From an optimization exercise on the open Yosys and OpenROAD flow, aimed at small area, a short achievable clock period and few clock cycles per item; shortcuts taken in it are not production practice.
Only simulation tests tie the RTL to the original design; equivalence was not proved.
Power is estimated from default activity; no workload was simulated.

v33:
// magma_enc
module magma_enc(
    input  clk,
    input  rst,
    input  start,
    input  [255:0] key,
    input  [63:0] block_in,
    output ready,
    output reg valid,
    output [31:0] data,
    output [31:0] data_out
);
export LEC_CHECK = 0
export CAP_MARGIN = 20
export CORE_MARGIN = 2
export CORE_UTILIZATION = 60
export CTS_BUF_LIST = sky130_fd_sc_hd__clkbuf_4 sky130_fd_sc_hd__clkbuf_8
export PLACE_DENSITY = 0.7
export SETUP_SLACK_MARGIN = 3.5
export SLEW_MARGIN = 20
create_clock -name core_clock -period 6.0 [get_ports {clk}]
standard.sh (not shown) runs the stock make flow with config.mk's settings and CLKGATE_MAP_FILE= SYNTH_SCRIPT=/design/flow/synth_recipe.tcl, a recipe that flattens the netlist after the stock synthesis.
==> flow/flow/run.sh <==
#!/bin/bash
cp standard.sh standard_sh.txt
export BUFFER_PORTS_ARGS="-buffer_cell sky130_fd_sc_hd__buf_1"
bash standard.sh > standard.log 2>&1
Testbench counts of v33, summed over its fixed seeds: cycles 25,344, items 768.
The following lists how v19 was set up differently from v33:
- changing PLACE_DENSITY from 0.7 to 0.6
- setting CTS_CLUSTER_SIZE to 30 for the first time
- changing CORE_UTILIZATION from 60 to 40
- removing CTS_BUF_LIST (formerly sky130_fd_sc_hd__clkbuf_4 sky130_fd_sc_hd__clkbuf_8)
- setting CTS_CLUSTER_DIAMETER to 150 for the first time
[summary]
v19 vs v33 on required time of the critical path: v19 is the lower one. Relative to v33, portion of the layout cell area used by non-clock buffers has gone up in v19. From v33 to v19 the numbers moved as follows: routed metal-1 wire length higher; wire length of the first global-routing pass up 3.9%; maximum frequency -about 1.1%; cell count picked up an extra 114. Taking v33 as the reference point, the total design power of v19 falls by 1.5 mW. v19 vs. v33: global-route usage moved down, detailed-route wire length level. Re die area: v19 is 49% up on v33. Time the final worst path needs with I/O delays and setup for v19: 0.030 ns up relative to v33.
> inputs changed (v19 -> v44)
- PLACE_DENSITY: 0.6 -> 0.7
- CTS_CLUSTER_SIZE: 30 -> 24
- CORE_UTILIZATION: 40 -> 55
- CTS_CLUSTER_DIAMETER: 150 -> 100
Findings:
[compare] base=v19 new=v44: share of cell area taken by multi-input logic gates increased 0.57 points; total of clock buffers placed in the layout increased 5; sequential share of layout area increased 0.26 points; floorplan die area decreased about 27%.
Relative to v44, the following input files were edited for v17:
- PLACE_DENSITY now 0.6, was 0.7
- CTS_CLUSTER_SIZE no longer set, was 24
- CORE_UTILIZATION now 40, was 55
- CTS_CLUSTER_DIAMETER no longer set, was 100
Notes after the runs:
In v17, initial antenna violation count is higher than in v44.
Taking v44 as 1.0, v17 lands at 1.18 on total number of placement rows.
v17 vs v44, final worst-path setup slack went up by 0.078 ns.
Diff v44 -> v17: portion of total power attributed to combinational logic went down 5.5 points; largest net degree at the start of global routing rose by 23%; quantity of gates resized following cts now sits higher; post-synthesis mux area share now sits at about the same level; final critical path time including I/O delays and setup now smaller.
The higher total design power came out of v17.
Going from v44 to v17, leakage component of the power grew by a few percent.

========
== the previous run ==
Another version of the RTL of magma_enc (not shown whole).
Size in the first run: roughly 360 flip-flops, ~390 I/O pins.
clock: 6.0 ns
lec_check: 0
abc_area: 1
cap_margin: 20
core_margin: 2
core_utilization: 60
cts_cluster_diameter: 100
cts_cluster_size: 24
place_density: 0.75
setup_slack_margin: 3.65
slew_margin: 20
Scripts as last shown in full above: flow/flow/run.sh
Testbench counts of the previous run, summed over its fixed seeds: cycles 25,344, items 768.
[inputs] the current run vs the previous run
- clearing ABC_AREA, which used to be 1
- putting GPL_ROUTABILITY_DRIVEN at 0 where nothing was set
- swapping 60 for 55 in CORE_UTILIZATION
- swapping 0.75 for 0.7 in PLACE_DENSITY
- swapping 3.65 for 3.2 in SETUP_SLACK_MARGIN
- The current run went all the way through the flow, and no timing, DRC or antenna check failed.
- The current run vs the previous run, delay of the slowest cell on the worst path went up by 230 ps.
- Reported for the current run and the previous run, max-capacitance violation count turned out identical to the last digit.
- The previous run → the current run: post-layout worst setup margin shrank by 490 ps, area added between synthesis and finish grew by 3.6 points.
- Higher number of antenna repair diodes goes to the previous run over the current run.
- What the current run reported for via count of the first global-routing pass has to be multiplied by 1.4 to get the figure for the previous run.
- Summary: with the previous run as the reference, first-iteration DRC count in the current run moved down by more than a quarter.
- | final cell area excluding filler cells | higher: the previous run |
- Row total core area: the current run higher / the previous run lower
- For the previous run, the uppermost layer routed was met4, unlike the current run, where it was met5.
- Logic depth of the worst setup path including buffers, the current run and the previous run, lower one = the previous run.
- Relative to the previous run, the current run improves sum of routed wire length over all layers.

========
Starting RTL as in the previous note.
// magma_enc
module magma_enc(
    input  clk,
    input  rst,
    input  start,
    input  [255:0] key,
    input  [63:0] block_in,
    output ready,
    output reg valid,
    output [31:0] data,
    output [31:0] data_out
);
export LEC_CHECK = 0
export CAP_MARGIN = 20
export CORE_MARGIN = 2
export CORE_UTILIZATION = 55
export CTS_CLUSTER_DIAMETER = 110
export CTS_CLUSTER_SIZE = 28
export PLACE_DENSITY = 0.7
export SETUP_SLACK_MARGIN = 3.1
export SLEW_MARGIN = 20
create_clock -name core_clock -period 6.0 [get_ports {clk}]
Scripts as last shown in full above: flow/flow/run.sh
Testbench counts at the start, summed over its fixed seeds: cycles 25,344, items 768.
==> next run, changes <==
- CTS_CLUSTER_DIAMETER: 110 -> 100
- CTS_CLUSTER_SIZE: 28 -> 24
After rerunning:
- synthesized cell count does not change
- cell count barely changes
- sequential cell count is unchanged
- fmax hardly moves
- global-route usage hardly moves
- sequential power barely changes
- area after synthesis stays the same
- total power hardly moves
- utilization hardly moves
==> next run, changes <==
- ABC_AREA: not set -> 1
- CTS_CLUSTER_DIAMETER: 100 -> 110
- CTS_CLUSTER_SIZE: 24 -> 28
- SETUP_SLACK_MARGIN: 3.1 -> 3.8
Outcome: Sequential power drops by about 2%; synthesized area climbs by about 8%; cell area climbs by about 13%; synthesized cell count climbs by 74%; wire length climbs by about 30%; power climbs by 0.65%; setup slack gets better by 0.56 ns; global-route usage climbs by 6.4 points; maximum frequency climbs by 24%; count of clock-buffer cells in the layout drops by 2.
==> next run, changes <==
- ABC_AREA: 1 -> not set
- CORE_UTILIZATION: 55 -> 50
- PLACE_DENSITY: 0.7 -> 0.65
- SETUP_SLACK_MARGIN: 3.8 -> 3.2
After rerunning: Register-to-register slack loses 0.51 ns; synthesized area went down by 7.8%; cell count went down by 33%; sequential share of layout area went up by 3.3 points; total power stays flat; global-route usage went down by 7.9 points; hold slack gains 0.016 ns; setup slack loses 0.40 ns.

========
== tundra ==
magma_enc, a different RTL version from the one above (not shown whole).
Size in the first run: ~2700 cells after synthesis, ~390 I/O pins, roughly 18000 um^2 of cells after synthesis.
export LEC_CHECK = 0
export ABC_AREA = 1
export CAP_MARGIN = 20
export CORE_MARGIN = 2
export CORE_UTILIZATION = 55
export CTS_CLUSTER_DIAMETER = 100
export CTS_CLUSTER_SIZE = 24
export PLACE_DENSITY = 0.7
export SETUP_SLACK_MARGIN = 3.6
export SLEW_MARGIN = 20
create_clock -name core_clock -period 6.0 [get_ports {clk}]
Scripts as last shown in full above: flow/flow/run.sh
Testbench counts of tundra, summed over its fixed seeds: cycles 25,344, items 768.
diff inputs: tundra => sierra
Settings: changing SETUP_SLACK_MARGIN from 3.6 to 3.7.
Diff tundra and sierra: area growth from synthesis to layout higher in sierra
Final cell utilization of the core in sierra is 0.96 points higher than in tundra
Re switching fraction of total power: sierra is 0.26 points down on tundra.
| routed via count divided by cell count | lower: tundra |
Sort tundra and sierra by via count, descending, and sierra comes first.
Reported for tundra and sierra, final number of setup-violating endpoints turned out identical to the last digit.
Lower design area was reported by tundra, not sierra.
A cell with the largest stage delay on the worst path of dfxtp_4 is what sierra shows, while dfxtp_1 belongs to tundra.
Number of buffer and inverter instances along the worst setup path, tundra and sierra: lower on sierra
In sierra, the final worst slack came out 0.067 ns above the value in tundra.
The clock latency reported for the late side of the worst-skew pair on tundra is in line with that on sierra.
Sort tundra and sierra by internal power of the cells, descending, and sierra comes first.
Edits applied to the flow inputs when going from sierra to quartz:
Settings: changing SETUP_SLACK_MARGIN from 3.7 to 3.65.
[summary]
Maximum clock insertion buffer count: sierra vs quartz identical. Status: maximum single-stage delay on the critical path parity (quartz, sierra). Re worst setup slack: quartz is 0.014 ns down on sierra.

========
RTL: one of the versions met above, not the one the previous note started from.
Size in the first run: roughly 1600 cells after synthesis, about 360 flip-flops, ~390 I/O pins, about 17000 um^2 of cells after synthesis.
Settings: LEC_CHECK=0, CAP_MARGIN=20, CORE_MARGIN=2, CORE_UTILIZATION=55, CTS_CLUSTER_DIAMETER=110, CTS_CLUSTER_SIZE=28, PLACE_DENSITY=0.7, SETUP_SLACK_MARGIN=3.3, SLEW_MARGIN=20; clock period 6.0 ns.
Scripts as last shown in full above: flow/flow/run.sh
The first run went through all stages and came out clean.
Testbench counts at the start, summed over its fixed seeds: cycles 25,344, items 768.
==> next run, changes <==
ABC_AREA = 1   (was default)
CTS_CLUSTER_DIAMETER = 100   (was 110)
CTS_CLUSTER_SIZE = 24   (was 28)
SETUP_SLACK_MARGIN = 3.65   (was 3.3)
TNS_END_PERCENT = 30   (was default)
The changed run produced a clean layout.
Worst setup slack gains 420 ps.
Total power went down by 12%.
Count of clock-buffer cells in the layout is unchanged.
Flip-flop and latch count stays the same.
Final area increases by 2.6%.
Global-route usage is higher by 5.4 points.
Final cell count climbs by 48%.
Via count is higher by 42%.
Non-clock buffer count fell by 47.
Combinational power fell by 21%.
==> next run, changes <==
ABC_AREA = default   (was 1)
CORE_UTILIZATION = 60   (was 55)
PLACE_DENSITY = 0.75   (was 0.7)
SETUP_SLACK_MARGIN = 3.2   (was 3.65)
TNS_END_PERCENT = default   (was 30)
Routed wire length decreases by 20%.
Sequential power increases by about 2%.
Setup slack is worse by 420 ps.
Count of clock-buffer cells in the layout increases by 1.
Die area decreases by 15%.
Fmax decreases by 15%.
Global-route usage decreases by 2.2 points.
Combinational power increases by 19%.
Final area decreases by 4.4%.
Synthesized cell count decreases by 42%.
==> next run, changes <==
ABC_AREA = 1   (was default)
CORE_UTILIZATION = 55   (was 60)
PLACE_DENSITY = 0.7   (was 0.75)
SETUP_SLACK_MARGIN = 3.65   (was 3.2)
TNS_END_PERCENT = 10   (was default)
After rerunning: The changed run went through all stages and came out clean. Routed wire length rises by 25%. Cell area rises by 4.3%. Non-clock buffer count falls by 15. Sequential power falls by about 2%. Via count rises by 41%. Hold slack got worse by 24 ps. Setup slack improved by 420 ps. Utilization falls by 8.2 points.

========
== cedar ==
magma_enc with an RTL version that a note above also has.
Size: ~360 flip-flops, about 390 I/O pins, roughly 18000 µm² of cells after synthesis.
Settings: LEC_CHECK=0, CAP_MARGIN=20, CORE_MARGIN=2, CORE_UTILIZATION=40, CTS_CLUSTER_DIAMETER=100, CTS_CLUSTER_SIZE=20, PLACE_DENSITY=0.6, SETUP_SLACK_MARGIN=3.5, SLEW_MARGIN=20; clock period 6.0 ns.
Scripts as last shown in full above: flow/flow/run.sh
The final layout from cedar, which completed every stage, passed the timing, design-rule and antenna checks at the end of the flow.
Testbench counts of cedar, summed over its fixed seeds: cycles 25,344, items 768.
> inputs changed (cedar -> maple)
- CTS_CLUSTER_DIAMETER: 100 -> unset
- CTS_CLUSTER_SIZE: 20 -> unset
- SETUP_SLACK_MARGIN: 3.5 -> 4.0
[summary]
Of cedar and maple, the run reporting the higher global-route wire length before repair was maple.
Sort cedar and maple by share of total power in sequential cells asc -> top: maple
maple does better than cedar on setup slack of the critical path after layout.
cedar → maple: area overhead of the layout relative to synthesis went up 13 points; net switching power of the design +11%.
maple reports a lower minimum clock period after layout than cedar does.
Final cell area: maple above cedar
Run comparison: maple launching element of the worst setup path a0[24]; cedar launching element of the worst setup path a0[6]
Going from cedar to maple, number of buffer and inverter stages on the critical path saw a decrease; clock share of power saw an increase.
[compare] base=cedar new=maple: synthesized cell area held steady, worst hold margin has decreased.

========
magma_enc with an RTL version that a note above also has.
For scale: ~2,700 cells after synthesis, ~360 flip-flops, ~390 I/O pins, roughly 18,000 sq um of cells after synthesis.
clock: 6.0 ns
lec_check: 0
abc_area: 1
cap_margin: 20
core_margin: 2
core_utilization: 55
cts_cluster_diameter: 110
cts_cluster_size: 28
place_density: 0.7
setup_slack_margin: 3.2
slew_margin: 20
Scripts as last shown in full above: flow/flow/run.sh
Testbench counts at the start, summed over its fixed seeds: cycles 25,344, items 768.
Rerun with:
--- a/flow/config.mk
+++ b/flow/config.mk
@@ -11,6 +11,6 @@
 export CORE_UTILIZATION = 55
-export CTS_CLUSTER_DIAMETER = 110
-export CTS_CLUSTER_SIZE = 28
-export PLACE_DENSITY = 0.7
-export SETUP_SLACK_MARGIN = 3.2
+export CTS_CLUSTER_DIAMETER = 100
+export CTS_CLUSTER_SIZE = 24
+export PLACE_DENSITY = 0.75
+export SETUP_SLACK_MARGIN = 3.65
 export SLEW_MARGIN = 20
The new run finished clean.
Sequential share of layout area drops by 0.37 points.
Setup slack gets better by 490 ps.
Area after synthesis is unchanged.
Via count climbs by a few percent.
Power climbs by a few percent.
Clock-buffer cell count climbs by 3.
Rerun with:
--- a/flow/config.mk
+++ b/flow/config.mk
@@ -7,10 +7,9 @@
 export LEC_CHECK = 0
-export ABC_AREA = 1
 export CAP_MARGIN = 20
 export CORE_MARGIN = 2
-export CORE_UTILIZATION = 55
+export CORE_UTILIZATION = 50
 export CTS_CLUSTER_DIAMETER = 100
 export CTS_CLUSTER_SIZE = 24
-export PLACE_DENSITY = 0.75
-export SETUP_SLACK_MARGIN = 3.65
+export PLACE_DENSITY = 0.65
+export SETUP_SLACK_MARGIN = 3.2
 export SLEW_MARGIN = 20
What happened: Worst setup slack loses 470 ps. Sequential share of layout area went up by 1.5 points. Total power went up by 8.4%.
Rerun with:
--- a/flow/config.mk
+++ b/flow/config.mk
@@ -9,5 +9,5 @@
 export CORE_MARGIN = 2
-export CORE_UTILIZATION = 50
-export CTS_CLUSTER_DIAMETER = 100
-export CTS_CLUSTER_SIZE = 24
+export CORE_UTILIZATION = 55
+export CTS_CLUSTER_DIAMETER = 110
+export CTS_CLUSTER_SIZE = 28
 export PLACE_DENSITY = 0.65
Core utilization is higher by 6.0 points.
Hold slack barely changes.
Clock-buffer cell count climbs by 1.
Wire length came out lower by 2.9%.
Power went up by 0.36%.
Sequential power barely changes.
Non-clock buffer count rose by 8.
Via count fell by 2.2%.
Synthesized area is unchanged.
Register-to-register slack gets worse by 120 ps.
Rerun with:
--- a/flow/config.mk
+++ b/flow/config.mk
@@ -7,2 +7,3 @@
 export LEC_CHECK = 0
+export ABC_AREA = 1
 export CAP_MARGIN = 20
@@ -10,6 +11,6 @@
 export CORE_UTILIZATION = 55
-export CTS_CLUSTER_DIAMETER = 110
-export CTS_CLUSTER_SIZE = 28
-export PLACE_DENSITY = 0.65
-export SETUP_SLACK_MARGIN = 3.2
+export CTS_CLUSTER_DIAMETER = 100
+export CTS_CLUSTER_SIZE = 24
+export PLACE_DENSITY = 0.7
+export SETUP_SLACK_MARGIN = 3.75
 export SLEW_MARGIN = 20
After rerunning:
- The new run produced a clean layout
- hold slack got worse by 30 ps
- power came out lower by about 3%
- utilization came out higher by 1.2 points
- via count came out higher by 50%
Rerun with:
--- a/flow/config.mk
+++ b/flow/config.mk
@@ -7,3 +7,2 @@
 export LEC_CHECK = 0
-export ABC_AREA = 1
 export CAP_MARGIN = 20
@@ -14,3 +13,3 @@
 export PLACE_DENSITY = 0.7
-export SETUP_SLACK_MARGIN = 3.75
+export SETUP_SLACK_MARGIN = 3.5
 export SLEW_MARGIN = 20
The new run passed the timing, design-rule and antenna checks.
Clock skew went down by 6.5 ps.
Cell area goes down by a few percent.
Synthesized cell count falls by well over a third.
Flip-flop and latch count does not change.
Sequential power came out higher slightly.
Worst setup slack got worse by 520 ps.
Maximum frequency goes down by about a fifth.
First-iteration DRC count shrinks by well over a third.

[afterwards: timing with drivers on the ports]
In the flow no input, the clock included, has a driving cell. The finished layouts below were timed again as built, in two steps. Step 1 assumes that a clkbuf_16 drives the clock port and a buf_2 every other input. Step 2, shift: input delay + t, output delay - t, t = (earliest + latest rising clock arrival at the registers) / 2. This alone moves slack from input paths to output paths. a / b / c = ideal / step 1 / step 2; a / b = the first two.
run	t (ns)	slack for setup (ns)	clock arrival spread, ns
v33	0.656	3.323 / 3.323 / 3.323	0.035 / 0.036
v19	0.589	3.293 / 3.293 / 3.293	0.033 / 0.033
v44	0.589	3.284 / 3.284 / 3.284	0.018 / 0.019
v17	0.606	3.361 / 3.361 / 3.361	0.017 / 0.018
the previous run	0.559	3.653 / 3.602 / 3.761	0.023 / 0.023
the current run	0.577	3.159 / 3.106 / 3.185	0.025 / 0.025
the first run of note 3	0.572	3.090 / 3.090 / 3.090	0.029 / 0.029
the second run of note 3	0.576	3.085 / 3.085 / 3.085	0.020 / 0.020
the third run of note 3	0.591	3.645 / 3.589 / 3.753	0.017 / 0.018
the fourth run of note 3	0.558	3.245 / 3.245 / 3.245	0.030 / 0.029
tundra	0.576	3.619 / 3.582 / 3.619	0.021 / 0.020
sierra	0.577	3.685 / 3.635 / 3.838	0.020 / 0.020
quartz	0.576	3.671 / 3.621 / 3.768	0.017 / 0.018
the first run of note 5	0.561	3.148 / 3.148 / 3.148	0.024 / 0.024
the second run of note 5	0.575	3.569 / 3.514 / 3.659	0.015 / 0.015
the third run of note 5	0.564	3.149 / 3.149 / 3.149	0.029 / 0.028
the fourth run of note 5	0.577	3.566 / 3.512 / 3.624	0.014 / 0.013
cedar	0.621	3.229 / 3.229 / 3.229	0.016 / 0.016
maple	0.613	3.252 / 3.252 / 3.252	0.019 / 0.019
the first run of note 7	0.559	3.168 / 3.116 / 3.363	0.030 / 0.029
the second run of note 7	0.570	3.659 / 3.606 / 3.714	0.019 / 0.019
the third run of note 7	0.577	3.194 / 3.194 / 3.194	0.016 / 0.016
the fourth run of note 7	0.564	3.074 / 3.074 / 3.074	0.019 / 0.019
the fifth run of note 7	0.579	3.630 / 3.578 / 3.781	0.029 / 0.029
the sixth run of note 7	0.589	3.107 / 3.107 / 3.107	0.022 / 0.022
After both steps setup and hold are still met in every run listed.
